What follows belongs to an exercise in optimizing a design on an open flow for small area and a short achievable clock period; a production flow would make more cautious choices.
At most, simulation tests tie the RTL to the original design; equivalence was not proved.
No functional check of the RTL was part of run 1.

==> design.v <==
module fullreg #(  parameter N = 16 )(
    input [N-1:0] d,
    output reg [N-1:0] q,
    input clk,
    input en,
    input clr,  
    input rst   
    );
always @(posedge clk,posedge rst) begin
    if(rst)
        q=0;
    else    
    if(en==1)begin
        if(clr)
            q=0;
        else
            q=d;
    end
end
endmodule
`timescale 1ns / 1ps
module adder
   #(parameter integer N=16)
   (
    input  [N-1:0] x1,
    input  [N-1:0] x2,
    output  [N-1:0] y
    );
    assign y=$unsigned(x1)+$unsigned(x2);
endmodule
module fa_cell(input a, input b, input c, output s, output co);
  assign s = a ^ b ^ c;
  assign co = (a & b) | (a & c) | (b & c);
endmodule
module ha_cell(input a, input b, output s, output co);
  assign s = a ^ b;
  assign co = a & b;
endmodule
`timescale 1ns / 1ps
module mult
   #(parameter integer N=9)
   (
    input  [N-1:0] x1,
    input  [N-1:0] x2,
    output  [2*N-1:0] y
    );
    assign y=$signed(x1)*$signed(x2);
endmodule
module mac(
    input [15:0] x1,
    input [15:0] x2,
    input clk,
    input rst,
    input en,
    output [39:0] y
    );
reg [39:0] S;
reg [31:0] C;
wire s1;
wire c2;
wire s3;
wire c4;
wire s5;
wire c6;
wire s7;
wire c8;
wire s9;
wire c10;
wire s11;
wire c12;
wire s13;
wire c14;
wire s15;
wire c16;
wire s17;
wire c18;
wire s19;
wire c20;
wire s21;
wire c22;
wire s23;
wire c24;
wire s25;
wire c26;
wire s27;
wire c28;
wire s29;
wire c30;
wire s31;
wire c32;
wire s33;
wire c34;
wire s35;
wire c36;
wire s37;
wire c38;
wire s39;
wire c40;
wire s41;
wire c42;
wire s43;
wire c44;
wire s45;
wire c46;
wire s47;
wire c48;
wire s49;
wire c50;
wire s51;
wire c52;
wire s53;
wire c54;
wire s55;
wire c56;
wire s57;
wire c58;
wire s59;
wire c60;
wire s61;
wire c62;
wire s63;
wire c64;
wire s65;
wire c66;
wire s67;
wire c68;
wire s69;
wire c70;
wire s71;
wire c72;
wire s73;
wire c74;
wire s75;
wire c76;
wire s77;
wire c78;
wire s79;
wire c80;
wire s81;
wire c82;
wire s83;
wire c84;
wire s85;
wire c86;
wire s87;
wire c88;
wire s89;
wire c90;
wire s91;
wire c92;
wire s93;
wire c94;
wire s95;
wire c96;
wire s97;
wire c98;
wire s99;
wire c100;
wire s101;
wire c102;
wire s103;
wire c104;
wire s105;
wire c106;
wire s107;
wire c108;
wire s109;
wire c110;
wire s111;
wire c112;
wire s113;
wire c114;
wire s115;
wire c116;
wire s117;
wire c118;
wire s119;
wire c120;
wire s121;
wire c122;
wire s123;
wire c124;
wire s125;
wire c126;
wire s127;
wire c128;
wire s129;
wire c130;
wire s131;
wire c132;
wire s133;
wire c134;
wire s135;
wire c136;
wire s137;
wire c138;
wire s139;
wire c140;
wire s141;
wire c142;
wire s143;
wire c144;
wire s145;
wire c146;
wire s147;
wire c148;
wire s149;
wire c150;
wire s151;
wire c152;
wire s153;
wire c154;
wire s155;
wire c156;
wire s157;
wire c158;
wire s159;
wire c160;
wire s161;
wire c162;
wire s163;
wire c164;
wire s165;
wire c166;
wire s167;
wire c168;
wire s169;
wire c170;
wire s171;
wire c172;
wire s173;
wire c174;
wire s175;
wire c176;
wire s177;
wire c178;
wire s179;
wire c180;
wire s181;
wire c182;
wire s183;
wire c184;
wire s185;
wire c186;
wire s187;
wire c188;
wire s189;
wire c190;
wire s191;
wire c192;
wire s193;
wire c194;
wire s195;
wire c196;
wire s197;
wire c198;
wire s199;
wire c200;
wire s201;
wire c202;
wire s203;
wire c204;
wire s205;
wire c206;
wire s207;
wire c208;
wire s209;
wire c210;
wire s211;
wire c212;
wire s213;
wire c214;
wire s215;
wire c216;
wire s217;
wire c218;
wire s219;
wire c220;
wire s221;
wire c222;
wire s223;
wire c224;
wire s225;
wire c226;
wire s227;
wire c228;
wire s229;
wire c230;
wire s231;
wire c232;
wire s233;
wire c234;
wire s235;
wire c236;
wire s237;
wire c238;
wire s239;
wire c240;
wire s241;
wire c242;
wire s243;
wire c244;
wire s245;
wire c246;
wire s247;
wire c248;
wire s249;
wire c250;
wire s251;
wire c252;
wire s253;
wire c254;
wire s255;
wire c256;
wire s257;
wire c258;
wire s259;
wire c260;
wire s261;
wire c262;
wire s263;
wire c264;
wire s265;
wire c266;
wire s267;
wire c268;
wire s269;
wire c270;
wire s271;
wire c272;
wire s273;
wire c274;
wire s275;
wire c276;
wire s277;
wire c278;
wire s279;
wire c280;
wire s281;
wire c282;
wire s283;
wire c284;
wire s285;
wire c286;
wire s287;
wire c288;
wire s289;
wire c290;
wire s291;
wire c292;
wire s293;
wire c294;
wire s295;
wire c296;
wire one0 = en & (x2[0] ^ 1'b0);
wire two0 = en & ((x2[1] & ~x2[0] & ~1'b0) | (~x2[1] & x2[0] & 1'b0));
wire neg0 = en & x2[1] & ~(x2[0] & 1'b0);
wire pp0_0 = (one0 & (x1[0] ^ neg0)) | (two0 & (1'b0 ^ neg0));
wire pp0_1 = (one0 & (x1[1] ^ neg0)) | (two0 & (x1[0] ^ neg0));
wire pp0_2 = (one0 & (x1[2] ^ neg0)) | (two0 & (x1[1] ^ neg0));
wire pp0_3 = (one0 & (x1[3] ^ neg0)) | (two0 & (x1[2] ^ neg0));
wire pp0_4 = (one0 & (x1[4] ^ neg0)) | (two0 & (x1[3] ^ neg0));
wire pp0_5 = (one0 & (x1[5] ^ neg0)) | (two0 & (x1[4] ^ neg0));
wire pp0_6 = (one0 & (x1[6] ^ neg0)) | (two0 & (x1[5] ^ neg0));
wire pp0_7 = (one0 & (x1[7] ^ neg0)) | (two0 & (x1[6] ^ neg0));
wire pp0_8 = (one0 & (x1[8] ^ neg0)) | (two0 & (x1[7] ^ neg0));
wire pp0_9 = (one0 & (x1[9] ^ neg0)) | (two0 & (x1[8] ^ neg0));
wire pp0_10 = (one0 & (x1[10] ^ neg0)) | (two0 & (x1[9] ^ neg0));
wire pp0_11 = (one0 & (x1[11] ^ neg0)) | (two0 & (x1[10] ^ neg0));
wire pp0_12 = (one0 & (x1[12] ^ neg0)) | (two0 & (x1[11] ^ neg0));
wire pp0_13 = (one0 & (x1[13] ^ neg0)) | (two0 & (x1[12] ^ neg0));
wire pp0_14 = (one0 & (x1[14] ^ neg0)) | (two0 & (x1[13] ^ neg0));
wire pp0_15 = (one0 & (x1[15] ^ neg0)) | (two0 & (x1[14] ^ neg0));
wire pp0_16 = ~((one0 & (x1[15] ^ neg0)) | (two0 & (x1[15] ^ neg0)));
wire one1 = en & (x2[2] ^ x2[1]);
wire two1 = en & ((x2[3] & ~x2[2] & ~x2[1]) | (~x2[3] & x2[2] & x2[1]));
wire neg1 = en & x2[3] & ~(x2[2] & x2[1]);
wire pp1_0 = (one1 & (x1[0] ^ neg1)) | (two1 & (1'b0 ^ neg1));
wire pp1_1 = (one1 & (x1[1] ^ neg1)) | (two1 & (x1[0] ^ neg1));
wire pp1_2 = (one1 & (x1[2] ^ neg1)) | (two1 & (x1[1] ^ neg1));
wire pp1_3 = (one1 & (x1[3] ^ neg1)) | (two1 & (x1[2] ^ neg1));
wire pp1_4 = (one1 & (x1[4] ^ neg1)) | (two1 & (x1[3] ^ neg1));
wire pp1_5 = (one1 & (x1[5] ^ neg1)) | (two1 & (x1[4] ^ neg1));
wire pp1_6 = (one1 & (x1[6] ^ neg1)) | (two1 & (x1[5] ^ neg1));
wire pp1_7 = (one1 & (x1[7] ^ neg1)) | (two1 & (x1[6] ^ neg1));
wire pp1_8 = (one1 & (x1[8] ^ neg1)) | (two1 & (x1[7] ^ neg1));
wire pp1_9 = (one1 & (x1[9] ^ neg1)) | (two1 & (x1[8] ^ neg1));
wire pp1_10 = (one1 & (x1[10] ^ neg1)) | (two1 & (x1[9] ^ neg1));
wire pp1_11 = (one1 & (x1[11] ^ neg1)) | (two1 & (x1[10] ^ neg1));
wire pp1_12 = (one1 & (x1[12] ^ neg1)) | (two1 & (x1[11] ^ neg1));
wire pp1_13 = (one1 & (x1[13] ^ neg1)) | (two1 & (x1[12] ^ neg1));
wire pp1_14 = (one1 & (x1[14] ^ neg1)) | (two1 & (x1[13] ^ neg1));
wire pp1_15 = (one1 & (x1[15] ^ neg1)) | (two1 & (x1[14] ^ neg1));
wire pp1_16 = ~((one1 & (x1[15] ^ neg1)) | (two1 & (x1[15] ^ neg1)));
wire one2 = en & (x2[4] ^ x2[3]);
wire two2 = en & ((x2[5] & ~x2[4] & ~x2[3]) | (~x2[5] & x2[4] & x2[3]));
wire neg2 = en & x2[5] & ~(x2[4] & x2[3]);
wire pp2_0 = (one2 & (x1[0] ^ neg2)) | (two2 & (1'b0 ^ neg2));
wire pp2_1 = (one2 & (x1[1] ^ neg2)) | (two2 & (x1[0] ^ neg2));
wire pp2_2 = (one2 & (x1[2] ^ neg2)) | (two2 & (x1[1] ^ neg2));
wire pp2_3 = (one2 & (x1[3] ^ neg2)) | (two2 & (x1[2] ^ neg2));
wire pp2_4 = (one2 & (x1[4] ^ neg2)) | (two2 & (x1[3] ^ neg2));
wire pp2_5 = (one2 & (x1[5] ^ neg2)) | (two2 & (x1[4] ^ neg2));
wire pp2_6 = (one2 & (x1[6] ^ neg2)) | (two2 & (x1[5] ^ neg2));
wire pp2_7 = (one2 & (x1[7] ^ neg2)) | (two2 & (x1[6] ^ neg2));
wire pp2_8 = (one2 & (x1[8] ^ neg2)) | (two2 & (x1[7] ^ neg2));
wire pp2_9 = (one2 & (x1[9] ^ neg2)) | (two2 & (x1[8] ^ neg2));
wire pp2_10 = (one2 & (x1[10] ^ neg2)) | (two2 & (x1[9] ^ neg2));
wire pp2_11 = (one2 & (x1[11] ^ neg2)) | (two2 & (x1[10] ^ neg2));
wire pp2_12 = (one2 & (x1[12] ^ neg2)) | (two2 & (x1[11] ^ neg2));
wire pp2_13 = (one2 & (x1[13] ^ neg2)) | (two2 & (x1[12] ^ neg2));
wire pp2_14 = (one2 & (x1[14] ^ neg2)) | (two2 & (x1[13] ^ neg2));
wire pp2_15 = (one2 & (x1[15] ^ neg2)) | (two2 & (x1[14] ^ neg2));
wire pp2_16 = ~((one2 & (x1[15] ^ neg2)) | (two2 & (x1[15] ^ neg2)));
wire one3 = en & (x2[6] ^ x2[5]);
wire two3 = en & ((x2[7] & ~x2[6] & ~x2[5]) | (~x2[7] & x2[6] & x2[5]));
wire neg3 = en & x2[7] & ~(x2[6] & x2[5]);
wire pp3_0 = (one3 & (x1[0] ^ neg3)) | (two3 & (1'b0 ^ neg3));
wire pp3_1 = (one3 & (x1[1] ^ neg3)) | (two3 & (x1[0] ^ neg3));
wire pp3_2 = (one3 & (x1[2] ^ neg3)) | (two3 & (x1[1] ^ neg3));
wire pp3_3 = (one3 & (x1[3] ^ neg3)) | (two3 & (x1[2] ^ neg3));
wire pp3_4 = (one3 & (x1[4] ^ neg3)) | (two3 & (x1[3] ^ neg3));
wire pp3_5 = (one3 & (x1[5] ^ neg3)) | (two3 & (x1[4] ^ neg3));
wire pp3_6 = (one3 & (x1[6] ^ neg3)) | (two3 & (x1[5] ^ neg3));
wire pp3_7 = (one3 & (x1[7] ^ neg3)) | (two3 & (x1[6] ^ neg3));
wire pp3_8 = (one3 & (x1[8] ^ neg3)) | (two3 & (x1[7] ^ neg3));
wire pp3_9 = (one3 & (x1[9] ^ neg3)) | (two3 & (x1[8] ^ neg3));
wire pp3_10 = (one3 & (x1[10] ^ neg3)) | (two3 & (x1[9] ^ neg3));
wire pp3_11 = (one3 & (x1[11] ^ neg3)) | (two3 & (x1[10] ^ neg3));
wire pp3_12 = (one3 & (x1[12] ^ neg3)) | (two3 & (x1[11] ^ neg3));
wire pp3_13 = (one3 & (x1[13] ^ neg3)) | (two3 & (x1[12] ^ neg3));
wire pp3_14 = (one3 & (x1[14] ^ neg3)) | (two3 & (x1[13] ^ neg3));
wire pp3_15 = (one3 & (x1[15] ^ neg3)) | (two3 & (x1[14] ^ neg3));
wire pp3_16 = ~((one3 & (x1[15] ^ neg3)) | (two3 & (x1[15] ^ neg3)));
wire one4 = en & (x2[8] ^ x2[7]);
wire two4 = en & ((x2[9] & ~x2[8] & ~x2[7]) | (~x2[9] & x2[8] & x2[7]));
wire neg4 = en & x2[9] & ~(x2[8] & x2[7]);
wire pp4_0 = (one4 & (x1[0] ^ neg4)) | (two4 & (1'b0 ^ neg4));
wire pp4_1 = (one4 & (x1[1] ^ neg4)) | (two4 & (x1[0] ^ neg4));
wire pp4_2 = (one4 & (x1[2] ^ neg4)) | (two4 & (x1[1] ^ neg4));
wire pp4_3 = (one4 & (x1[3] ^ neg4)) | (two4 & (x1[2] ^ neg4));
wire pp4_4 = (one4 & (x1[4] ^ neg4)) | (two4 & (x1[3] ^ neg4));
wire pp4_5 = (one4 & (x1[5] ^ neg4)) | (two4 & (x1[4] ^ neg4));
wire pp4_6 = (one4 & (x1[6] ^ neg4)) | (two4 & (x1[5] ^ neg4));
wire pp4_7 = (one4 & (x1[7] ^ neg4)) | (two4 & (x1[6] ^ neg4));
wire pp4_8 = (one4 & (x1[8] ^ neg4)) | (two4 & (x1[7] ^ neg4));
wire pp4_9 = (one4 & (x1[9] ^ neg4)) | (two4 & (x1[8] ^ neg4));
wire pp4_10 = (one4 & (x1[10] ^ neg4)) | (two4 & (x1[9] ^ neg4));
wire pp4_11 = (one4 & (x1[11] ^ neg4)) | (two4 & (x1[10] ^ neg4));
wire pp4_12 = (one4 & (x1[12] ^ neg4)) | (two4 & (x1[11] ^ neg4));
wire pp4_13 = (one4 & (x1[13] ^ neg4)) | (two4 & (x1[12] ^ neg4));
wire pp4_14 = (one4 & (x1[14] ^ neg4)) | (two4 & (x1[13] ^ neg4));
wire pp4_15 = (one4 & (x1[15] ^ neg4)) | (two4 & (x1[14] ^ neg4));
wire pp4_16 = ~((one4 & (x1[15] ^ neg4)) | (two4 & (x1[15] ^ neg4)));
wire one5 = en & (x2[10] ^ x2[9]);
wire two5 = en & ((x2[11] & ~x2[10] & ~x2[9]) | (~x2[11] & x2[10] & x2[9]));
wire neg5 = en & x2[11] & ~(x2[10] & x2[9]);
wire pp5_0 = (one5 & (x1[0] ^ neg5)) | (two5 & (1'b0 ^ neg5));
wire pp5_1 = (one5 & (x1[1] ^ neg5)) | (two5 & (x1[0] ^ neg5));
wire pp5_2 = (one5 & (x1[2] ^ neg5)) | (two5 & (x1[1] ^ neg5));
wire pp5_3 = (one5 & (x1[3] ^ neg5)) | (two5 & (x1[2] ^ neg5));
wire pp5_4 = (one5 & (x1[4] ^ neg5)) | (two5 & (x1[3] ^ neg5));
wire pp5_5 = (one5 & (x1[5] ^ neg5)) | (two5 & (x1[4] ^ neg5));
wire pp5_6 = (one5 & (x1[6] ^ neg5)) | (two5 & (x1[5] ^ neg5));
wire pp5_7 = (one5 & (x1[7] ^ neg5)) | (two5 & (x1[6] ^ neg5));
wire pp5_8 = (one5 & (x1[8] ^ neg5)) | (two5 & (x1[7] ^ neg5));
wire pp5_9 = (one5 & (x1[9] ^ neg5)) | (two5 & (x1[8] ^ neg5));
wire pp5_10 = (one5 & (x1[10] ^ neg5)) | (two5 & (x1[9] ^ neg5));
wire pp5_11 = (one5 & (x1[11] ^ neg5)) | (two5 & (x1[10] ^ neg5));
wire pp5_12 = (one5 & (x1[12] ^ neg5)) | (two5 & (x1[11] ^ neg5));
wire pp5_13 = (one5 & (x1[13] ^ neg5)) | (two5 & (x1[12] ^ neg5));
wire pp5_14 = (one5 & (x1[14] ^ neg5)) | (two5 & (x1[13] ^ neg5));
wire pp5_15 = (one5 & (x1[15] ^ neg5)) | (two5 & (x1[14] ^ neg5));
wire pp5_16 = ~((one5 & (x1[15] ^ neg5)) | (two5 & (x1[15] ^ neg5)));
wire one6 = en & (x2[12] ^ x2[11]);
wire two6 = en & ((x2[13] & ~x2[12] & ~x2[11]) | (~x2[13] & x2[12] & x2[11]));
wire neg6 = en & x2[13] & ~(x2[12] & x2[11]);
wire pp6_0 = (one6 & (x1[0] ^ neg6)) | (two6 & (1'b0 ^ neg6));
wire pp6_1 = (one6 & (x1[1] ^ neg6)) | (two6 & (x1[0] ^ neg6));
wire pp6_2 = (one6 & (x1[2] ^ neg6)) | (two6 & (x1[1] ^ neg6));
wire pp6_3 = (one6 & (x1[3] ^ neg6)) | (two6 & (x1[2] ^ neg6));
wire pp6_4 = (one6 & (x1[4] ^ neg6)) | (two6 & (x1[3] ^ neg6));
wire pp6_5 = (one6 & (x1[5] ^ neg6)) | (two6 & (x1[4] ^ neg6));
wire pp6_6 = (one6 & (x1[6] ^ neg6)) | (two6 & (x1[5] ^ neg6));
wire pp6_7 = (one6 & (x1[7] ^ neg6)) | (two6 & (x1[6] ^ neg6));
wire pp6_8 = (one6 & (x1[8] ^ neg6)) | (two6 & (x1[7] ^ neg6));
wire pp6_9 = (one6 & (x1[9] ^ neg6)) | (two6 & (x1[8] ^ neg6));
wire pp6_10 = (one6 & (x1[10] ^ neg6)) | (two6 & (x1[9] ^ neg6));
wire pp6_11 = (one6 & (x1[11] ^ neg6)) | (two6 & (x1[10] ^ neg6));
wire pp6_12 = (one6 & (x1[12] ^ neg6)) | (two6 & (x1[11] ^ neg6));
wire pp6_13 = (one6 & (x1[13] ^ neg6)) | (two6 & (x1[12] ^ neg6));
wire pp6_14 = (one6 & (x1[14] ^ neg6)) | (two6 & (x1[13] ^ neg6));
wire pp6_15 = (one6 & (x1[15] ^ neg6)) | (two6 & (x1[14] ^ neg6));
wire pp6_16 = ~((one6 & (x1[15] ^ neg6)) | (two6 & (x1[15] ^ neg6)));
wire one7 = en & (x2[14] ^ x2[13]);
wire two7 = en & ((x2[15] & ~x2[14] & ~x2[13]) | (~x2[15] & x2[14] & x2[13]));
wire neg7 = en & x2[15] & ~(x2[14] & x2[13]);
wire pp7_0 = (one7 & (x1[0] ^ neg7)) | (two7 & (1'b0 ^ neg7));
wire pp7_1 = (one7 & (x1[1] ^ neg7)) | (two7 & (x1[0] ^ neg7));
wire pp7_2 = (one7 & (x1[2] ^ neg7)) | (two7 & (x1[1] ^ neg7));
wire pp7_3 = (one7 & (x1[3] ^ neg7)) | (two7 & (x1[2] ^ neg7));
wire pp7_4 = (one7 & (x1[4] ^ neg7)) | (two7 & (x1[3] ^ neg7));
wire pp7_5 = (one7 & (x1[5] ^ neg7)) | (two7 & (x1[4] ^ neg7));
wire pp7_6 = (one7 & (x1[6] ^ neg7)) | (two7 & (x1[5] ^ neg7));
wire pp7_7 = (one7 & (x1[7] ^ neg7)) | (two7 & (x1[6] ^ neg7));
wire pp7_8 = (one7 & (x1[8] ^ neg7)) | (two7 & (x1[7] ^ neg7));
wire pp7_9 = (one7 & (x1[9] ^ neg7)) | (two7 & (x1[8] ^ neg7));
wire pp7_10 = (one7 & (x1[10] ^ neg7)) | (two7 & (x1[9] ^ neg7));
wire pp7_11 = (one7 & (x1[11] ^ neg7)) | (two7 & (x1[10] ^ neg7));
wire pp7_12 = (one7 & (x1[12] ^ neg7)) | (two7 & (x1[11] ^ neg7));
wire pp7_13 = (one7 & (x1[13] ^ neg7)) | (two7 & (x1[12] ^ neg7));
wire pp7_14 = (one7 & (x1[14] ^ neg7)) | (two7 & (x1[13] ^ neg7));
wire pp7_15 = (one7 & (x1[15] ^ neg7)) | (two7 & (x1[14] ^ neg7));
wire pp7_16 = ~((one7 & (x1[15] ^ neg7)) | (two7 & (x1[15] ^ neg7)));
wire s0n = ~pp0_16;
wire [4:0] yi = y[18:14];
wire [5:0] yinc = {1'b0, yi} + {5'b0, neg7};
ha_cell hs1 (.a(y[8]), .b(neg4), .s(s1), .co(c2));
ha_cell hs3 (.a(y[9]), .b(pp0_9), .s(s3), .co(c4));
fa_cell fs5 (.a(y[10]), .b(neg5), .c(pp0_10), .s(s5), .co(c6));
ha_cell hs7 (.a(pp1_8), .b(pp2_6), .s(s7), .co(c8));
fa_cell fs9 (.a(y[11]), .b(pp0_11), .c(pp1_9), .s(s9), .co(c10));
ha_cell hs11 (.a(pp2_7), .b(pp3_5), .s(s11), .co(c12));
fa_cell fs13 (.a(y[12]), .b(neg6), .c(pp0_12), .s(s13), .co(c14));
fa_cell fs15 (.a(pp1_10), .b(pp2_8), .c(pp3_6), .s(s15), .co(c16));
ha_cell hs17 (.a(pp4_4), .b(pp5_2), .s(s17), .co(c18));
fa_cell fs19 (.a(y[13]), .b(pp0_13), .c(pp1_11), .s(s19), .co(c20));
fa_cell fs21 (.a(pp2_9), .b(pp3_7), .c(pp4_5), .s(s21), .co(c22));
ha_cell hs23 (.a(pp5_3), .b(pp6_1), .s(s23), .co(c24));
fa_cell fs25 (.a(yinc[0]), .b(pp0_14), .c(pp1_12), .s(s25), .co(c26));
fa_cell fs27 (.a(pp2_10), .b(pp3_8), .c(pp4_6), .s(s27), .co(c28));
fa_cell fs29 (.a(pp5_4), .b(pp6_2), .c(pp7_0), .s(s29), .co(c30));
fa_cell fs31 (.a(yinc[1]), .b(pp0_15), .c(pp1_13), .s(s31), .co(c32));
fa_cell fs33 (.a(pp2_11), .b(pp3_9), .c(pp4_7), .s(s33), .co(c34));
fa_cell fs35 (.a(pp5_5), .b(pp6_3), .c(pp7_1), .s(s35), .co(c36));
fa_cell fs37 (.a(yinc[2]), .b(pp1_14), .c(pp2_12), .s(s37), .co(c38));
fa_cell fs39 (.a(pp3_10), .b(pp4_8), .c(pp5_6), .s(s39), .co(c40));
fa_cell fs41 (.a(pp6_4), .b(pp7_2), .c(s0n), .s(s41), .co(c42));
fa_cell fs43 (.a(yinc[3]), .b(pp1_15), .c(pp2_13), .s(s43), .co(c44));
fa_cell fs45 (.a(pp3_11), .b(pp4_9), .c(pp5_7), .s(s45), .co(c46));
fa_cell fs47 (.a(pp6_5), .b(pp7_3), .c(s0n), .s(s47), .co(c48));
fa_cell fs49 (.a(yinc[4]), .b(pp1_16), .c(pp2_14), .s(s49), .co(c50));
fa_cell fs51 (.a(pp3_12), .b(pp4_10), .c(pp5_8), .s(s51), .co(c52));
fa_cell fs53 (.a(pp6_6), .b(pp7_4), .c(pp0_16), .s(s53), .co(c54));
assign s55 = ~(y[19] ^ yinc[5]);
assign c56 = y[19] | yinc[5];
fa_cell fs57 (.a(pp2_15), .b(pp3_13), .c(pp4_11), .s(s57), .co(c58));
fa_cell fs59 (.a(pp5_9), .b(pp6_7), .c(pp7_5), .s(s59), .co(c60));
fa_cell fs61 (.a(y[20]), .b(pp2_16), .c(pp3_14), .s(s61), .co(c62));
fa_cell fs63 (.a(pp4_12), .b(pp5_10), .c(pp6_8), .s(s63), .co(c64));
assign s65 = ~(y[21] ^ pp3_15);
assign c66 = y[21] | pp3_15;
ha_cell hs67 (.a(pp4_13), .b(pp5_11), .s(s67), .co(c68));
fa_cell fs69 (.a(y[22]), .b(pp3_16), .c(pp4_14), .s(s69), .co(c70));
assign s71 = ~y[23];
assign c72 = y[23];
ha_cell hs73 (.a(y[4]), .b(neg2), .s(s73), .co(c74));
ha_cell hs75 (.a(y[5]), .b(pp0_5), .s(s75), .co(c76));
fa_cell fs77 (.a(y[6]), .b(neg3), .c(pp0_6), .s(s77), .co(c78));
ha_cell hs79 (.a(pp1_4), .b(pp2_2), .s(s79), .co(c80));
fa_cell fs81 (.a(y[7]), .b(pp0_7), .c(pp1_5), .s(s81), .co(c82));
ha_cell hs83 (.a(pp2_3), .b(pp3_1), .s(s83), .co(c84));
fa_cell fs85 (.a(s1), .b(pp0_8), .c(pp1_6), .s(s85), .co(c86));
fa_cell fs87 (.a(pp2_4), .b(pp3_2), .c(pp4_0), .s(s87), .co(c88));
fa_cell fs89 (.a(c2), .b(pp1_7), .c(pp2_5), .s(s89), .co(c90));
fa_cell fs91 (.a(pp3_3), .b(pp4_1), .c(s3), .s(s91), .co(c92));
fa_cell fs93 (.a(pp3_4), .b(pp4_2), .c(pp5_0), .s(s93), .co(c94));
fa_cell fs95 (.a(c4), .b(s7), .c(s5), .s(s95), .co(c96));
fa_cell fs97 (.a(pp4_3), .b(pp5_1), .c(c8), .s(s97), .co(c98));
fa_cell fs99 (.a(s11), .b(c6), .c(s9), .s(s99), .co(c100));
fa_cell fs101 (.a(pp6_0), .b(c12), .c(s17), .s(s101), .co(c102));
fa_cell fs103 (.a(c10), .b(s13), .c(s15), .s(s103), .co(c104));
fa_cell fs105 (.a(c18), .b(s23), .c(c14), .s(s105), .co(c106));
fa_cell fs107 (.a(c16), .b(s19), .c(s21), .s(s107), .co(c108));
fa_cell fs109 (.a(c24), .b(c20), .c(c22), .s(s109), .co(c110));
fa_cell fs111 (.a(s25), .b(s27), .c(s29), .s(s111), .co(c112));
fa_cell fs113 (.a(c26), .b(c28), .c(c30), .s(s113), .co(c114));
fa_cell fs115 (.a(s31), .b(s33), .c(s35), .s(s115), .co(c116));
fa_cell fs117 (.a(c32), .b(c34), .c(c36), .s(s117), .co(c118));
fa_cell fs119 (.a(s37), .b(s39), .c(s41), .s(s119), .co(c120));
fa_cell fs121 (.a(c38), .b(c40), .c(c42), .s(s121), .co(c122));
fa_cell fs123 (.a(s43), .b(s45), .c(s47), .s(s123), .co(c124));
fa_cell fs125 (.a(c44), .b(c46), .c(c48), .s(s125), .co(c126));
fa_cell fs127 (.a(s49), .b(s51), .c(s53), .s(s127), .co(c128));
fa_cell fs129 (.a(s55), .b(c50), .c(c52), .s(s129), .co(c130));
fa_cell fs131 (.a(c54), .b(s57), .c(s59), .s(s131), .co(c132));
fa_cell fs133 (.a(pp7_6), .b(c56), .c(c58), .s(s133), .co(c134));
fa_cell fs135 (.a(c60), .b(s61), .c(s63), .s(s135), .co(c136));
fa_cell fs137 (.a(pp6_9), .b(pp7_7), .c(s67), .s(s137), .co(c138));
fa_cell fs139 (.a(c62), .b(c64), .c(s65), .s(s139), .co(c140));
fa_cell fs141 (.a(pp5_12), .b(pp6_10), .c(pp7_8), .s(s141), .co(c142));
fa_cell fs143 (.a(c68), .b(c66), .c(s69), .s(s143), .co(c144));
fa_cell fs145 (.a(s71), .b(pp4_15), .c(pp5_13), .s(s145), .co(c146));
fa_cell fs147 (.a(pp6_11), .b(pp7_9), .c(c70), .s(s147), .co(c148));
fa_cell fs149 (.a(y[24]), .b(c72), .c(pp4_16), .s(s149), .co(c150));
fa_cell fs151 (.a(pp5_14), .b(pp6_12), .c(pp7_10), .s(s151), .co(c152));
assign s153 = ~(y[25] ^ pp5_15);
assign c154 = y[25] | pp5_15;
ha_cell hs155 (.a(pp6_13), .b(pp7_11), .s(s155), .co(c156));
fa_cell fs157 (.a(y[26]), .b(pp5_16), .c(pp6_14), .s(s157), .co(c158));
assign s159 = ~y[27];
assign c160 = y[27];
ha_cell hs161 (.a(y[2]), .b(neg1), .s(s161), .co(c162));
ha_cell hs163 (.a(y[3]), .b(pp0_3), .s(s163), .co(c164));
fa_cell fs165 (.a(s73), .b(pp0_4), .c(pp1_2), .s(s165), .co(c166));
fa_cell fs167 (.a(c74), .b(pp1_3), .c(pp2_1), .s(s167), .co(c168));
fa_cell fs169 (.a(pp3_0), .b(c76), .c(s79), .s(s169), .co(c170));
fa_cell fs171 (.a(c80), .b(s83), .c(c78), .s(s171), .co(c172));
fa_cell fs173 (.a(c84), .b(c82), .c(s85), .s(s173), .co(c174));
fa_cell fs175 (.a(c86), .b(c88), .c(s89), .s(s175), .co(c176));
fa_cell fs177 (.a(c90), .b(s93), .c(c92), .s(s177), .co(c178));
fa_cell fs179 (.a(c94), .b(s97), .c(c96), .s(s179), .co(c180));
fa_cell fs181 (.a(c98), .b(s101), .c(c100), .s(s181), .co(c182));
fa_cell fs183 (.a(c102), .b(c104), .c(s105), .s(s183), .co(c184));
fa_cell fs185 (.a(c106), .b(c108), .c(s109), .s(s185), .co(c186));
fa_cell fs187 (.a(c110), .b(c112), .c(s113), .s(s187), .co(c188));
fa_cell fs189 (.a(c114), .b(c116), .c(s117), .s(s189), .co(c190));
fa_cell fs191 (.a(c118), .b(c120), .c(s121), .s(s191), .co(c192));
fa_cell fs193 (.a(c122), .b(c124), .c(s125), .s(s193), .co(c194));
fa_cell fs195 (.a(c126), .b(c128), .c(s129), .s(s195), .co(c196));
fa_cell fs197 (.a(c130), .b(c132), .c(s133), .s(s197), .co(c198));
fa_cell fs199 (.a(s137), .b(c134), .c(c136), .s(s199), .co(c200));
fa_cell fs201 (.a(s141), .b(c138), .c(c140), .s(s201), .co(c202));
fa_cell fs203 (.a(c142), .b(s145), .c(c144), .s(s203), .co(c204));
fa_cell fs205 (.a(c146), .b(s149), .c(s151), .s(s205), .co(c206));
fa_cell fs207 (.a(s155), .b(c150), .c(c152), .s(s207), .co(c208));
fa_cell fs209 (.a(pp7_12), .b(c156), .c(c154), .s(s209), .co(c210));
fa_cell fs211 (.a(s159), .b(pp6_15), .c(pp7_13), .s(s211), .co(c212));
fa_cell fs213 (.a(y[28]), .b(c160), .c(pp6_16), .s(s213), .co(c214));
assign s215 = ~y[29];
assign c216 = y[29];
ha_cell hs217 (.a(y[0]), .b(neg0), .s(s217), .co(c218));
ha_cell hs219 (.a(y[1]), .b(pp0_1), .s(s219), .co(c220));
fa_cell fs221 (.a(s161), .b(pp0_2), .c(pp1_0), .s(s221), .co(c222));
fa_cell fs223 (.a(c162), .b(pp1_1), .c(s163), .s(s223), .co(c224));
fa_cell fs225 (.a(pp2_0), .b(c164), .c(s165), .s(s225), .co(c226));
fa_cell fs227 (.a(s75), .b(c166), .c(s167), .s(s227), .co(c228));
fa_cell fs229 (.a(c168), .b(s77), .c(s169), .s(s229), .co(c230));
fa_cell fs231 (.a(s81), .b(c170), .c(s171), .s(s231), .co(c232));
fa_cell fs233 (.a(s87), .b(c172), .c(s173), .s(s233), .co(c234));
fa_cell fs235 (.a(s91), .b(c174), .c(s175), .s(s235), .co(c236));
fa_cell fs237 (.a(c176), .b(s95), .c(s177), .s(s237), .co(c238));
fa_cell fs239 (.a(s99), .b(c178), .c(s179), .s(s239), .co(c240));
fa_cell fs241 (.a(s103), .b(c180), .c(s181), .s(s241), .co(c242));
fa_cell fs243 (.a(s107), .b(c182), .c(s183), .s(s243), .co(c244));
fa_cell fs245 (.a(s111), .b(c184), .c(s185), .s(s245), .co(c246));
fa_cell fs247 (.a(s115), .b(c186), .c(s187), .s(s247), .co(c248));
fa_cell fs249 (.a(s119), .b(c188), .c(s189), .s(s249), .co(c250));
fa_cell fs251 (.a(s123), .b(c190), .c(s191), .s(s251), .co(c252));
fa_cell fs253 (.a(s127), .b(c192), .c(s193), .s(s253), .co(c254));
fa_cell fs255 (.a(s131), .b(c194), .c(s195), .s(s255), .co(c256));
fa_cell fs257 (.a(s135), .b(c196), .c(s197), .s(s257), .co(c258));
fa_cell fs259 (.a(s139), .b(c198), .c(s199), .s(s259), .co(c260));
fa_cell fs261 (.a(s143), .b(c200), .c(s201), .s(s261), .co(c262));
fa_cell fs263 (.a(s147), .b(c202), .c(s203), .s(s263), .co(c264));
fa_cell fs265 (.a(c148), .b(s205), .c(c204), .s(s265), .co(c266));
fa_cell fs267 (.a(s153), .b(c206), .c(s207), .s(s267), .co(c268));
fa_cell fs269 (.a(s157), .b(c208), .c(s209), .s(s269), .co(c270));
fa_cell fs271 (.a(c158), .b(s211), .c(c210), .s(s271), .co(c272));
fa_cell fs273 (.a(pp7_14), .b(c212), .c(s213), .s(s273), .co(c274));
fa_cell fs275 (.a(s215), .b(pp7_15), .c(c214), .s(s275), .co(c276));
fa_cell fs277 (.a(y[30]), .b(c216), .c(pp7_16), .s(s277), .co(c278));
assign s279 = ~y[31];
assign c280 = y[31];
assign s281 = ~y[32];
assign c282 = y[32];
assign s283 = ~y[33];
assign c284 = y[33];
assign s285 = ~y[34];
assign c286 = y[34];
assign s287 = ~y[35];
assign c288 = y[35];
assign s289 = ~y[36];
assign c290 = y[36];
assign s291 = ~y[37];
assign c292 = y[37];
assign s293 = ~y[38];
assign c294 = y[38];
assign s295 = ~y[39];
assign c296 = y[39];
wire [7:0] hs = {c294, c292, c290, c288, c286, c284, c282, c280} + {s295, s293, s291, s289, s287, s285, s283, s281};
wire [39:0] Sn = {hs[7], hs[6], hs[5], hs[4], hs[3], hs[2], hs[1], hs[0], c278, c276, c274, c272, c270, c268, c266, c264, c262, c260, c258, c256, c254, c252, c250, c248, c246, c244, c242, c240, c238, c236, c234, c232, c230, c228, c226, c224, c222, c220, c218, pp0_0};
wire [31:0] Cn = {s279, s277, s275, s273, s271, s269, s267, s265, s263, s261, s259, s257, s255, s253, s251, s249, s247, s245, s243, s241, s239, s237, s235, s233, s231, s229, s227, s225, s223, s221, s219, s217};
always @(posedge clk or posedge rst)
  if (rst) begin
    S <= 40'd0;
    C <= 32'd0;
  end else begin
    S <= Sn;
    C <= Cn;
  end
wire [39:0] ya = S[39:0], yb = {8'd0, C};
wire [39:0] p0, g0;
genvar gi;
generate for (gi = 0; gi < 40; gi = gi + 1) begin : pg
  ha_cell h (.a(ya[gi]), .b(yb[gi]), .s(p0[gi]), .co(g0[gi]));
end endgenerate
wire bg0_1 = g0[1] | (p0[1] & g0[0]);
wire bp0_1 = p0[1] & p0[0];
wire bg0_3 = g0[3] | (p0[3] & g0[2]);
wire bp0_3 = p0[3] & p0[2];
wire bg0_5 = g0[5] | (p0[5] & g0[4]);
wire bp0_5 = p0[5] & p0[4];
wire bg0_7 = g0[7] | (p0[7] & g0[6]);
wire bp0_7 = p0[7] & p0[6];
wire bg0_9 = g0[9] | (p0[9] & g0[8]);
wire bp0_9 = p0[9] & p0[8];
wire bg0_11 = g0[11] | (p0[11] & g0[10]);
wire bp0_11 = p0[11] & p0[10];
wire bg0_13 = g0[13] | (p0[13] & g0[12]);
wire bp0_13 = p0[13] & p0[12];
wire bg0_15 = g0[15] | (p0[15] & g0[14]);
wire bp0_15 = p0[15] & p0[14];
wire bg0_17 = g0[17] | (p0[17] & g0[16]);
wire bp0_17 = p0[17] & p0[16];
wire bg0_19 = g0[19] | (p0[19] & g0[18]);
wire bp0_19 = p0[19] & p0[18];
wire bg0_21 = g0[21] | (p0[21] & g0[20]);
wire bp0_21 = p0[21] & p0[20];
wire bg0_23 = g0[23] | (p0[23] & g0[22]);
wire bp0_23 = p0[23] & p0[22];
wire bg0_25 = g0[25] | (p0[25] & g0[24]);
wire bp0_25 = p0[25] & p0[24];
wire bg0_27 = g0[27] | (p0[27] & g0[26]);
wire bp0_27 = p0[27] & p0[26];
wire bg0_29 = g0[29] | (p0[29] & g0[28]);
wire bp0_29 = p0[29] & p0[28];
wire bg0_31 = g0[31] | (p0[31] & g0[30]);
wire bp0_31 = p0[31] & p0[30];
wire bg0_33 = g0[33] | (p0[33] & g0[32]);
wire bp0_33 = p0[33] & p0[32];
wire bg0_35 = g0[35] | (p0[35] & g0[34]);
wire bp0_35 = p0[35] & p0[34];
wire bg0_37 = g0[37] | (p0[37] & g0[36]);
wire bp0_37 = p0[37] & p0[36];
wire bg0_39 = g0[39] | (p0[39] & g0[38]);
wire bp0_39 = p0[39] & p0[38];
wire bg1_3 = bg0_3 | (bp0_3 & bg0_1);
wire bp1_3 = bp0_3 & bp0_1;
wire bg1_7 = bg0_7 | (bp0_7 & bg0_5);
wire bp1_7 = bp0_7 & bp0_5;
wire bg1_11 = bg0_11 | (bp0_11 & bg0_9);
wire bp1_11 = bp0_11 & bp0_9;
wire bg1_15 = bg0_15 | (bp0_15 & bg0_13);
wire bp1_15 = bp0_15 & bp0_13;
wire bg1_19 = bg0_19 | (bp0_19 & bg0_17);
wire bp1_19 = bp0_19 & bp0_17;
wire bg1_23 = bg0_23 | (bp0_23 & bg0_21);
wire bp1_23 = bp0_23 & bp0_21;
wire bg1_27 = bg0_27 | (bp0_27 & bg0_25);
wire bp1_27 = bp0_27 & bp0_25;
wire bg1_31 = bg0_31 | (bp0_31 & bg0_29);
wire bp1_31 = bp0_31 & bp0_29;
wire bg1_35 = bg0_35 | (bp0_35 & bg0_33);
wire bp1_35 = bp0_35 & bp0_33;
wire bg1_39 = bg0_39 | (bp0_39 & bg0_37);
wire bp1_39 = bp0_39 & bp0_37;
wire bg2_7 = bg1_7 | (bp1_7 & bg1_3);
wire bp2_7 = bp1_7 & bp1_3;
wire bg2_15 = bg1_15 | (bp1_15 & bg1_11);
wire bp2_15 = bp1_15 & bp1_11;
wire bg2_23 = bg1_23 | (bp1_23 & bg1_19);
wire bp2_23 = bp1_23 & bp1_19;
wire bg2_31 = bg1_31 | (bp1_31 & bg1_27);
wire bp2_31 = bp1_31 & bp1_27;
wire bg2_39 = bg1_39 | (bp1_39 & bg1_35);
wire bp2_39 = bp1_39 & bp1_35;
wire bg3_15 = bg2_15 | (bp2_15 & bg2_7);
wire bp3_15 = bp2_15 & bp2_7;
wire bg3_31 = bg2_31 | (bp2_31 & bg2_23);
wire bp3_31 = bp2_31 & bp2_23;
wire bg4_31 = bg3_31 | (bp3_31 & bg3_15);
wire bp4_31 = bp3_31 & bp3_15;
wire bg8_23 = bg2_23 | (bp2_23 & bg3_15);
wire bp8_23 = bp2_23 & bp3_15;
wire bg8_39 = bg2_39 | (bp2_39 & bg4_31);
wire bp8_39 = bp2_39 & bp4_31;
wire bg9_11 = bg1_11 | (bp1_11 & bg2_7);
wire bp9_11 = bp1_11 & bp2_7;
wire bg9_19 = bg1_19 | (bp1_19 & bg3_15);
wire bp9_19 = bp1_19 & bp3_15;
wire bg9_27 = bg1_27 | (bp1_27 & bg8_23);
wire bp9_27 = bp1_27 & bp8_23;
wire bg9_35 = bg1_35 | (bp1_35 & bg4_31);
wire bp9_35 = bp1_35 & bp4_31;
wire bg10_5 = bg0_5 | (bp0_5 & bg1_3);
wire bp10_5 = bp0_5 & bp1_3;
wire bg10_9 = bg0_9 | (bp0_9 & bg2_7);
wire bp10_9 = bp0_9 & bp2_7;
wire bg10_13 = bg0_13 | (bp0_13 & bg9_11);
wire bp10_13 = bp0_13 & bp9_11;
wire bg10_17 = bg0_17 | (bp0_17 & bg3_15);
wire bp10_17 = bp0_17 & bp3_15;
wire bg10_21 = bg0_21 | (bp0_21 & bg9_19);
wire bp10_21 = bp0_21 & bp9_19;
wire bg10_25 = bg0_25 | (bp0_25 & bg8_23);
wire bp10_25 = bp0_25 & bp8_23;
wire bg10_29 = bg0_29 | (bp0_29 & bg9_27);
wire bp10_29 = bp0_29 & bp9_27;
wire bg10_33 = bg0_33 | (bp0_33 & bg4_31);
wire bp10_33 = bp0_33 & bp4_31;
wire bg10_37 = bg0_37 | (bp0_37 & bg9_35);
wire bp10_37 = bp0_37 & bp9_35;
wire bg11_2 = g0[2] | (p0[2] & bg0_1);
wire bp11_2 = p0[2] & bp0_1;
wire bg11_4 = g0[4] | (p0[4] & bg1_3);
wire bp11_4 = p0[4] & bp1_3;
wire bg11_6 = g0[6] | (p0[6] & bg10_5);
wire bp11_6 = p0[6] & bp10_5;
wire bg11_8 = g0[8] | (p0[8] & bg2_7);
wire bp11_8 = p0[8] & bp2_7;
wire bg11_10 = g0[10] | (p0[10] & bg10_9);
wire bp11_10 = p0[10] & bp10_9;
wire bg11_12 = g0[12] | (p0[12] & bg9_11);
wire bp11_12 = p0[12] & bp9_11;
wire bg11_14 = g0[14] | (p0[14] & bg10_13);
wire bp11_14 = p0[14] & bp10_13;
wire bg11_16 = g0[16] | (p0[16] & bg3_15);
wire bp11_16 = p0[16] & bp3_15;
wire bg11_18 = g0[18] | (p0[18] & bg10_17);
wire bp11_18 = p0[18] & bp10_17;
wire bg11_20 = g0[20] | (p0[20] & bg9_19);
wire bp11_20 = p0[20] & bp9_19;
wire bg11_22 = g0[22] | (p0[22] & bg10_21);
wire bp11_22 = p0[22] & bp10_21;
wire bg11_24 = g0[24] | (p0[24] & bg8_23);
wire bp11_24 = p0[24] & bp8_23;
wire bg11_26 = g0[26] | (p0[26] & bg10_25);
wire bp11_26 = p0[26] & bp10_25;
wire bg11_28 = g0[28] | (p0[28] & bg9_27);
wire bp11_28 = p0[28] & bp9_27;
wire bg11_30 = g0[30] | (p0[30] & bg10_29);
wire bp11_30 = p0[30] & bp10_29;
wire bg11_32 = g0[32] | (p0[32] & bg4_31);
wire bp11_32 = p0[32] & bp4_31;
wire bg11_34 = g0[34] | (p0[34] & bg10_33);
wire bp11_34 = p0[34] & bp10_33;
wire bg11_36 = g0[36] | (p0[36] & bg9_35);
wire bp11_36 = p0[36] & bp9_35;
wire bg11_38 = g0[38] | (p0[38] & bg10_37);
wire bp11_38 = p0[38] & bp10_37;
wire [39:0] cy = {bg11_38, bg10_37, bg11_36, bg9_35, bg11_34, bg10_33, bg11_32, bg4_31, bg11_30, bg10_29, bg11_28, bg9_27, bg11_26, bg10_25, bg11_24, bg8_23, bg11_22, bg10_21, bg11_20, bg9_19, bg11_18, bg10_17, bg11_16, bg3_15, bg11_14, bg10_13, bg11_12, bg9_11, bg11_10, bg10_9, bg11_8, bg2_7, bg11_6, bg10_5, bg11_4, bg1_3, bg11_2, bg0_1, g0[0], 1'b0};
assign y[39:0] = p0 ^ cy;
endmodule
==> flow/run.sh <==
#!/bin/bash
# The standard layout (standard.sh: ORFS synthesis to final layout) with a
# few extra ORFS settings; the clock, constraints and synthesis script are
# unchanged. Settings come from flow/params.sh:
#   MARGIN      setup slack that repair_timing aims for (ns)
#   PORTBUF     cell used to buffer every input and output port
#   EXTRA       further ORFS make variables
set -u
. flow/params.sh
bash standard.sh SETUP_SLACK_MARGIN=$MARGIN "BUFFER_PORTS_ARGS=-buffer_cell $PORTBUF" $EXTRA finish > standard.log 2>&1
==> flow/params.sh <==
MARGIN=6.5
PORTBUF=sky130_fd_sc_hd__buf_1
EXTRA="ABC_LOAD_IN_FF=2"
==> standard.sh <==
#!/bin/bash
# synth_recipe.tcl (not shown) runs the flow's synth.tcl, then flattens the netlist and writes it again
# the make line also repeats each setting of config.mk as NAME=value (left out here)
make -C /OpenROAD-flow-scripts/flow DESIGN_CONFIG=/design/flow/config.mk WORK_HOME=/design/flow/orfs CLKGATE_MAP_FILE= SYNTH_SCRIPT=/design/flow/synth_recipe.tcl "${@:-finish}"
==> config.mk <==
export PLATFORM = sky130hd
export DESIGN_NAME = mac
export DESIGN_NICKNAME = mac
export VERILOG_FILES = /design/flow/design.v
export SDC_FILE = /design/flow/constraint.sdc
export NUM_CORES = 4
export LEC_CHECK = 0
export ABC_AREA = 1
export CAP_MARGIN = 5
export CORE_MARGIN = 2
export CORE_UTILIZATION = 60
export CTS_BUF_LIST = sky130_fd_sc_hd__clkbuf_4 sky130_fd_sc_hd__clkbuf_8
export SETUP_SLACK_MARGIN = 5
export SLEW_MARGIN = 5
export SYNTH_HIERARCHICAL = 1
==> constraint.sdc <==
create_clock -name core_clock -period 12.0 [get_ports {clk}]
set_input_delay 2.4000 -clock core_clock [delete_from_list [all_inputs] [get_ports {clk}]]
set_output_delay 2.4000 -clock core_clock [all_outputs]
set_load 0.01 [all_outputs]
==> out/results.ini, run 1 <==
[outcome]
status = no timing/DRC/antenna violations

[global_route]
grt_pass1_vias = 6842
grt_start_max_net_pins = 73
use_met3_pct = 4.52
track_usage_pct = 28.4
met1_usage_pct = 42.2
grt-busiest-layer = met2
grt_pass1_wl_um = 35500
grt_overflow_total = 0
use_met2_pct = 44.7
antenna_found_initial = 0

[synth]
yosys.area.top_type = fa_1
synthTopCellsByCount = 121 x xnor2_1, 118 x fa_1, 110 x o22ai_1
yosysWarnings = 7
yosys_most_used_dff = dfrtp_1
synthCells = 925
yosys_register_bits = 72
synth_top_cells_by_area = fa_1 26%, dfrtp_1 20%, ha_1 13%, xnor2_1 12%, o22ai_1 7.5%
synthArstFlopShare_pct = 100
synthDistinctLibCells = 28
ys_seq_area_share_pct = 19.8
synth_area_um2 = 9120
synth-edff-count = 0
synth_most_common_cell = xnor2_1
synthDominantCellAreaShare_pct = 25.9
syn_avg_cell_area_um2 = 9.86

[cts]
htreeDepth = 3
hold_buffers = 0
cts_buffers = 9
clk_pin_slew_ps = 80
clk_latency_ps = 390
cts_tree = built
cts.sinks = 72
root_buffer = clkbuf_8
cts_buffer_depth = 2

[route]
drt_iter0_drc = 475
vias = 6867
wire_per_inst_um = 18.7
drc_errors = 0
drt_first_pass_iters = 5
drtAntennaViolNets = 0
vias_per_cell = 5.92
wirelength_um = 21600

[placement]
port_buffers = 74
gp_congestion = 0.912
place_inst = 1139
dp_hpwl_um = 17800

[sta]
worst_clock_skew_ps = 10.9
fin_tns_setup_ps = 0
min_period_over_period_pct = 44.7
finalCriticalPeriod_ps = 5370
finalHoldViolCount = 0
rsz0062_at_grt = true
setup_viol = 0
timing.fmax_mhz = 186
tightest_slew_ps = 925
relSlewSlack_pct = 38.3
drv_slew = 0

[min_path]
min_to = C[0]
hold_class = register to register
min_from = C[0]
hold_depth = 2

[final_layout]
nets = 1215
fin_cells = 1159
final_layout_size_suffix_gt1_share_pct = 8.86
antenna_cells = 0
syn_to_final_growth_pct = 7.63

[critical_path]
worstSetupPathType = primary input to register
max_stage_delay_ps = 530
cpMaxStageDelayCell = fa_1
cp-start-kind = primary input
reg2reg_slack_ps = 7160
timing.critical_path.buf_inv = 1
reg2reg_depth = 20
r2r_end = C[19]
critPathCaptureType = register
worst-endpoint-arrival_ps = 5630
crit_chain = buf_1 > nand2_4 > or2_2 > o22ai_1 > fa_1 > fa_1 > fa_1 > fa_1
critPathMaxFanout = 17
cp_common_cell = fa_1
rr_startpoint = S[1]
required_ps = 12260
crit_family = adder cells

[die]
die_h_um = 127
fp.dieW_um = 127
start_util_pct = 60.7
core_area_um2 = 15000
io_pins = 75
dieArea_um2 = 16200
core.rowCount = 45

[flow_run]
maxCapViolCount = 0

-- flip-flops by register name (all words and copies together) (netlist names) --
name	count
S	40
C	32
-- cell families (layout without fill, tap and decap cells) --
family                   count (synthesis)  after routing  synth area share, %
adder cells (fa/ha/maj)                213            213                 38.9
XOR/XNOR                               156            156                 15.0
flip-flops                              72             72                 19.8
AND/OR/NAND/NOR                        178            178                 7.97
other                                    1              8               0.0411
AO/OA/AOI/OAI                          173            173                 11.3
buffers and inverters                  132            171                 7.05
-- layout make-up --
| class | instances | area [um2] |
|---|---|---|
| Fill cell | 1266 | 5220 |
| Inverter | 69 | 262 |
| Timing Repair Buffer | 87 | 400 |
| Clock inverter | 5 | 57.6 |
| Multi-Input combinational cell | 728 | 6920 |
| Sequential cell | 72 | 1800 |
| Tap cell | 188 | 235 |
| Clock buffer | 10 | 138 |
-- metrics by stage --
stage / utilization (%) / setup WS, ps / instance area, um2 / hold WS (ps)
2_1_floorplan: - / 6520 / 9180 / 589
3_3_place_gp: 62.4 / 5510 / 9380 / 602
3_5_place_dp: 62.4 / 5450 / 9380 / 623
4_1_cts: 64.1 / 6480 / 9640 / 653
5_1_grt: 65.3 / 6460 / 9810 / 681
6_report: 65.3 / 6630 / 9810 / 650
-- cell usage in the layout (no fill, tap or decap), types with 2 or more instances in the layout --
| master | netlist | final |
|---|---|---|
| inv_2 | 1 | 2 |
| fa_1 | 118 | 115 |
| buf_2 | 10 | 3 |
| o21ai_0 | 26 | 22 |
| inv_1 | 68 | 66 |
| xnor2_2 | 0 | 5 |
| buf_4 | 22 | 12 |
| conb_1 | 1 | 8 |
| o21ai_1 | 0 | 2 |
| xor2_1 | 35 | 34 |
| nand2_1 | 106 | 94 |
| nand3_1 | 19 | 18 |
| o21ai_2 | 0 | 2 |
| xnor2_1 | 121 | 116 |
| clkbuf_8 | 0 | 10 |
| a21oi_1 | 30 | 29 |
| fa_2 | 0 | 3 |
| nand2_4 | 0 | 5 |
| nor2_1 | 41 | 37 |
| o22ai_1 | 110 | 105 |
| o22ai_2 | 0 | 5 |
| a31o_2 | 4 | 4 |
| clkinvlp_4 | 0 | 3 |
| ha_1 | 95 | 93 |
| buf_1 | 8 | 69 |
| nor2_2 | 0 | 4 |
| or2_2 | 2 | 2 |
| dfrtp_1 | 72 | 72 |
| nor3_2 | 3 | 6 |
| a211oi_1 | 2 | 2 |
| nand2_2 | 1 | 7 |
-- how the worst max path moves through the flow --
stage / startpoint / to / slack, ps / cells past startpoint
floorplan: en / C[17] / 6520 / 12
global placement: en / C[20] / 5510 / 9
detailed placement: en / C[20] / 5450 / 9
CTS: en / C[15] / 6480 / 8
global route: S[1] / y[39] / 6460 / 20
finish: x2[1] / C[14] / 6630 / 8
-- Yosys stat by module (local to each module, per instance) --
| module | flops+latches | times used |
|---|---|---|
| fa_cell | 0 | 117 |
| ha_cell | 0 | 56 |
| mac | 72 | 1 |
-- worst reg2reg max path, cell delays in order, from the launching register on --
cell	delay (ps)
dfrtp_1	380
ha_1	290
ha_1	190
inv_1	60
nand2_1	80
nand2_1	80
nand2_2	90
nand2_4	110
a21oi_1	90
or2_2	310
a31o_2	220
ha_1	190
nor2_2	130
xnor2_2	160
ha_2	260
nand3_1	130
xnor2_2	180
fa_2	350
fa_2	550
fa_1	430
fa_1	440
-- repair_timing --
action                                  CTS  global route
resized for setup                        20            36
pin swaps                                 2             8
buffers inserted                          1             4
cloned                                    0             0
endpoints found under the setup margin   45            35
-- routing by layer --
metal | up-vias | wire length, um
met3 | 21 | 1290
met4 | 0 | 317
li1 | 3166 | -
met2 | 222 | 9920
met5 | - | 0
met1 | 3458 | 10100
==> run 2: changes to the inputs <==
--- a/design.v
+++ b/design.v
@@ -692,8 +692,52 @@
 wire [39:0] ya = S[39:0], yb = {8'd0, C};
 wire [39:0] p0, g0;
-genvar gi;
-generate for (gi = 0; gi < 40; gi = gi + 1) begin : pg
-  ha_cell h (.a(ya[gi]), .b(yb[gi]), .s(p0[gi]), .co(g0[gi]));
-end endgenerate
+ha_cell pg0 (.a(ya[0]), .b(yb[0]), .s(p0[0]), .co(g0[0]));
+ha_cell pg1 (.a(ya[1]), .b(yb[1]), .s(p0[1]), .co(g0[1]));
+ha_cell pg2 (.a(ya[2]), .b(yb[2]), .s(p0[2]), .co(g0[2]));
+ha_cell pg3 (.a(ya[3]), .b(yb[3]), .s(p0[3]), .co(g0[3]));
+ha_cell pg4 (.a(ya[4]), .b(yb[4]), .s(p0[4]), .co(g0[4]));
+ha_cell pg5 (.a(ya[5]), .b(yb[5]), .s(p0[5]), .co(g0[5]));
+ha_cell pg6 (.a(ya[6]), .b(yb[6]), .s(p0[6]), .co(g0[6]));
+ha_cell pg7 (.a(ya[7]), .b(yb[7]), .s(p0[7]), .co(g0[7]));
+ha_cell pg8 (.a(ya[8]), .b(yb[8]), .s(p0[8]), .co(g0[8]));
+ha_cell pg9 (.a(ya[9]), .b(yb[9]), .s(p0[9]), .co(g0[9]));
+ha_cell pg10 (.a(ya[10]), .b(yb[10]), .s(p0[10]), .co(g0[10]));
+ha_cell pg11 (.a(ya[11]), .b(yb[11]), .s(p0[11]), .co(g0[11]));
+ha_cell pg12 (.a(ya[12]), .b(yb[12]), .s(p0[12]), .co(g0[12]));
+ha_cell pg13 (.a(ya[13]), .b(yb[13]), .s(p0[13]), .co(g0[13]));
+ha_cell pg14 (.a(ya[14]), .b(yb[14]), .s(p0[14]), .co(g0[14]));
+ha_cell pg15 (.a(ya[15]), .b(yb[15]), .s(p0[15]), .co(g0[15]));
+ha_cell pg16 (.a(ya[16]), .b(yb[16]), .s(p0[16]), .co(g0[16]));
+ha_cell pg17 (.a(ya[17]), .b(yb[17]), .s(p0[17]), .co(g0[17]));
+ha_cell pg18 (.a(ya[18]), .b(yb[18]), .s(p0[18]), .co(g0[18]));
+ha_cell pg19 (.a(ya[19]), .b(yb[19]), .s(p0[19]), .co(g0[19]));
+ha_cell pg20 (.a(ya[20]), .b(yb[20]), .s(p0[20]), .co(g0[20]));
+ha_cell pg21 (.a(ya[21]), .b(yb[21]), .s(p0[21]), .co(g0[21]));
+ha_cell pg22 (.a(ya[22]), .b(yb[22]), .s(p0[22]), .co(g0[22]));
+ha_cell pg23 (.a(ya[23]), .b(yb[23]), .s(p0[23]), .co(g0[23]));
+ha_cell pg24 (.a(ya[24]), .b(yb[24]), .s(p0[24]), .co(g0[24]));
+ha_cell pg25 (.a(ya[25]), .b(yb[25]), .s(p0[25]), .co(g0[25]));
+ha_cell pg26 (.a(ya[26]), .b(yb[26]), .s(p0[26]), .co(g0[26]));
+ha_cell pg27 (.a(ya[27]), .b(yb[27]), .s(p0[27]), .co(g0[27]));
+ha_cell pg28 (.a(ya[28]), .b(yb[28]), .s(p0[28]), .co(g0[28]));
+ha_cell pg29 (.a(ya[29]), .b(yb[29]), .s(p0[29]), .co(g0[29]));
+ha_cell pg30 (.a(ya[30]), .b(yb[30]), .s(p0[30]), .co(g0[30]));
+ha_cell pg31 (.a(ya[31]), .b(yb[31]), .s(p0[31]), .co(g0[31]));
+assign p0[32] = ya[32];
+assign g0[32] = 1'b0;
+assign p0[33] = ya[33];
+assign g0[33] = 1'b0;
+assign p0[34] = ya[34];
+assign g0[34] = 1'b0;
+assign p0[35] = ya[35];
+assign g0[35] = 1'b0;
+assign p0[36] = ya[36];
+assign g0[36] = 1'b0;
+assign p0[37] = ya[37];
+assign g0[37] = 1'b0;
+assign p0[38] = ya[38];
+assign g0[38] = 1'b0;
+assign p0[39] = ya[39];
+assign g0[39] = 1'b0;
 wire bg0_1 = g0[1] | (p0[1] & g0[0]);
 wire bp0_1 = p0[1] & p0[0];
==> flow/params.sh (replaced) <==
MARGIN=6.8
PORTBUF=sky130_fd_sc_hd__buf_1
EXTRA="ABC_LOAD_IN_FF=2"
--- a/config.mk
+++ b/config.mk
@@ -7,9 +7,9 @@
 export LEC_CHECK = 0
 export ABC_AREA = 1
-export CAP_MARGIN = 5
+export CAP_MARGIN = 20
 export CORE_MARGIN = 2
 export CORE_UTILIZATION = 60
 export CTS_BUF_LIST = sky130_fd_sc_hd__clkbuf_4 sky130_fd_sc_hd__clkbuf_8
 export SETUP_SLACK_MARGIN = 5
-export SLEW_MARGIN = 5
+export SLEW_MARGIN = 20
 export SYNTH_HIERARCHICAL = 1
==> run 2 against run 1 <==
  * Critical path depth down 1
  * Utilization up 8.7 points
  * Synthesized cell count down 3.9%
  * Flip-flop and latch count unchanged
  * Count of clock-buffer cells in the layout up 1
  * Global-route usage up 1.3 points
  * Setup slack better by 160 ps
  * Fmax up 3.0%
==> out/results.ini, run 2 <==
[outcome]
status = no timing/DRC/antenna violations

[synth]
syn_avg_cell_area_um2 = 10.1
yosys_register_bits = 72
synthArstFlopShare_pct = 100
yosysWarnings = 7
yosys_most_used_dff = dfrtp_1
synth-edff-count = 0
synth_area_um2 = 8940
synthCells = 889
synthDominantCellAreaShare_pct = 26.4
ys_seq_area_share_pct = 20.1
yosys.area.top_type = fa_1
synthDistinctLibCells = 29
synth_top_cells_by_area = fa_1 26%, dfrtp_1 20%, ha_1 12%, xnor2_1 12%, o22ai_1 7.7%
synthTopCellsByCount = 120 x xnor2_1, 118 x fa_1, 110 x o22ai_1
synth_most_common_cell = xnor2_1

[sta]
min_period_over_period_pct = 43.4
timing.fmax_mhz = 192
finalCriticalPeriod_ps = 5210
tightest_slew_ps = 977
hold_ws_ps = 641
worst_clock_skew_ps = 17.5
rsz0062_at_grt = true
fin_tns_setup_ps = 0
finalHoldViolCount = 0
relSlewSlack_pct = 34.9
setup_viol = 0
drv_slew = 0

[die]
core_area_um2 = 14500
dieArea_um2 = 15900
io_pins = 75
die_h_um = 126
core.rowCount = 44
start_util_pct = 61.5
fp.dieW_um = 126

[route]
drtAntennaViolNets = 0
wire_per_inst_um = 20.4
drt_iter0_drc = 508
drc_errors = 0
wirelength_um = 23700
vias_per_cell = 6.06
drt_first_pass_iters = 5
vias = 7045

[final_layout]
final_layout_size_suffix_gt1_share_pct = 26.5
final_cell_mix = 104 x xnor2_1, 88 x o22ai_1, 86 x fa_1
top_register = S
largest_reg_flops = 40
nets = 1214
syn_to_final_growth_pct = 20.2
antenna_cells = 0
layout_commonest_cell = xnor2_1
top_regs = S: 40 flops, C: 32 flops

[global_route]
antenna_found_initial = 0
grt_pass1_wl_um = 36700
grt_start_max_net_pins = 73
grt_overflow_total = 0
grt_pass1_vias = 7179
track_usage_pct = 29.8

[critical_path]
critical_path.startpoint = x1[11]
critPathMaxFanout = 9
crit_end = C[16]
r2r_end = C[19]
worst-endpoint-arrival_ps = 5480
critPathCaptureType = register
required_ps = 12270
cp-start-kind = primary input
worstSetupPathType = primary input to register
reg2reg_depth = 21
rr_startpoint = S[1]
reg2reg_slack_ps = 7280

[cts]
clk_pin_slew_ps = 80
cts.sinks = 72
htreeDepth = 3
clk_latency_ps = 400
cts_buffer_depth = 2
root_buffer = clkbuf_8
cts_buffers = 9
cts_tree = built

[flow_run]
maxCapViolCount = 0

[placement]
dp_hpwl_um = 17400
port_buffers = 74
gp_congestion = 0.868

[min_path]
hold_class = register to register
hold_depth = 2

run 2: changes by cell type after synthesis, moves of 3 or more:
cell | before | now
a21o_1 | 1 | 4
ha_1 | 95 | 87
nand2_1 | 106 | 85
nand3_1 | 19 | 23
nand4_1 | 0 | 4
nor2_1 | 41 | 26
run 2: logic make-up after synthesis:
| group | after synthesis | synth area share (%) |
|---|---|---|
| flip-flops | 72 | 20.1 |
| AO/OA/AOI/OAI | 175 | 11.7 |
| AND/OR/NAND/NOR | 151 | 7.18 |
| adder cells (fa/ha/maj) | 205 | 38.6 |
| buffers and inverters | 130 | 7.11 |
| XOR/XNOR | 156 | 15.3 |
run 2: modules after synthesis, one instance, submodules excluded:
module,times used,cells inside
fa_cell,117,1
mac,1,724
ha_cell,48,1
run 2: metrics by stage:
step	cell area [um2]	utilization (%)	worst slack [ps]	std cells
after floorplan	9240	-	6560	889
after global placement	9400	64.7	5290	1091
after detailed placement	9400	64.7	5160	1091
after CTS	10100	69.4	6730	1134
after global routing	10700	74.0	6680	1163
final	10700	74.0	6790	1163
run 2: how the worst min path moves through the flow:
stage               start    to  slack (ps)
floorplan            C[0]  C[0]         590
global placement     C[0]  C[0]         610
detailed placement   C[0]  C[0]         620
CTS                  C[0]  C[0]         640
global route         C[0]  C[0]         670
finish               C[0]  C[0]         640
run 2: worst max-delay path, stage by stage:
cell	delay, ps
buf_1	710
xnor2_1	260
o22ai_1	300
fa_2	500
fa_2	370
fa_1	500
fa_2	420
run 2: routing by layer:
layer	GRT usage, %	vias to the layer above	routed length, um
met5	1.86	-	0
met4	10.1	0	618
met3	4.84	49	1970
met2	45.3	340	10700
met1	43.7	3491	10400
li1	-	3165	-
run 2: repair_timing:
action / 4_1_cts / 5_1_grt
setup endpoints to repair: 68 / 43
gates cloned: 0 / 2
setup buffers: 27 / 27
hold buffers: 0 / 0
pin swaps: 17 / 44
resized for setup: 83 / 98
run 2: layout make-up:
type	count	area (um2)
clock buffer	11	145
clock inverter	5	32.5
fill	1039	3780
inverter	67	267
multi-input combinational	687	7370
sequential	72	1800
tap	184	230
timing repair buffer	137	903

==> re-timing with driven ports <==
Ports are ideal in the flow. The routed layouts listed here were re-timed in OpenROAD. Step 1 assumes that a clkbuf_16 drives the clock port and a buf_2 every other input. Step 2, shift: input delay + t, output delay - t, t = (earliest + latest rising clock arrival at the registers) / 2. This alone moves slack from input paths to output paths. Three values: ideal ports, drivers, drivers and shift; two values: the first two.
| run | t (ns) | slack for setup (ns) | hold slack, ns | worst register clock-pin slew, ns |
|---|---|---|---|---|
| run 1 | 0.419 | 6.632 / 6.603 / 6.226 | 0.650 / 0.650 / 0.650 | 0.08 / 0.08 |
| run 2 | 0.427 | 6.788 / 6.771 / 6.359 | 0.641 / 0.641 / 0.641 | 0.09 / 0.09 |
After both steps every run listed still meets setup and hold. The setup slack of run 2, which loses most, moves by -0.017 ns with the drivers and by -0.429 ns with both steps.
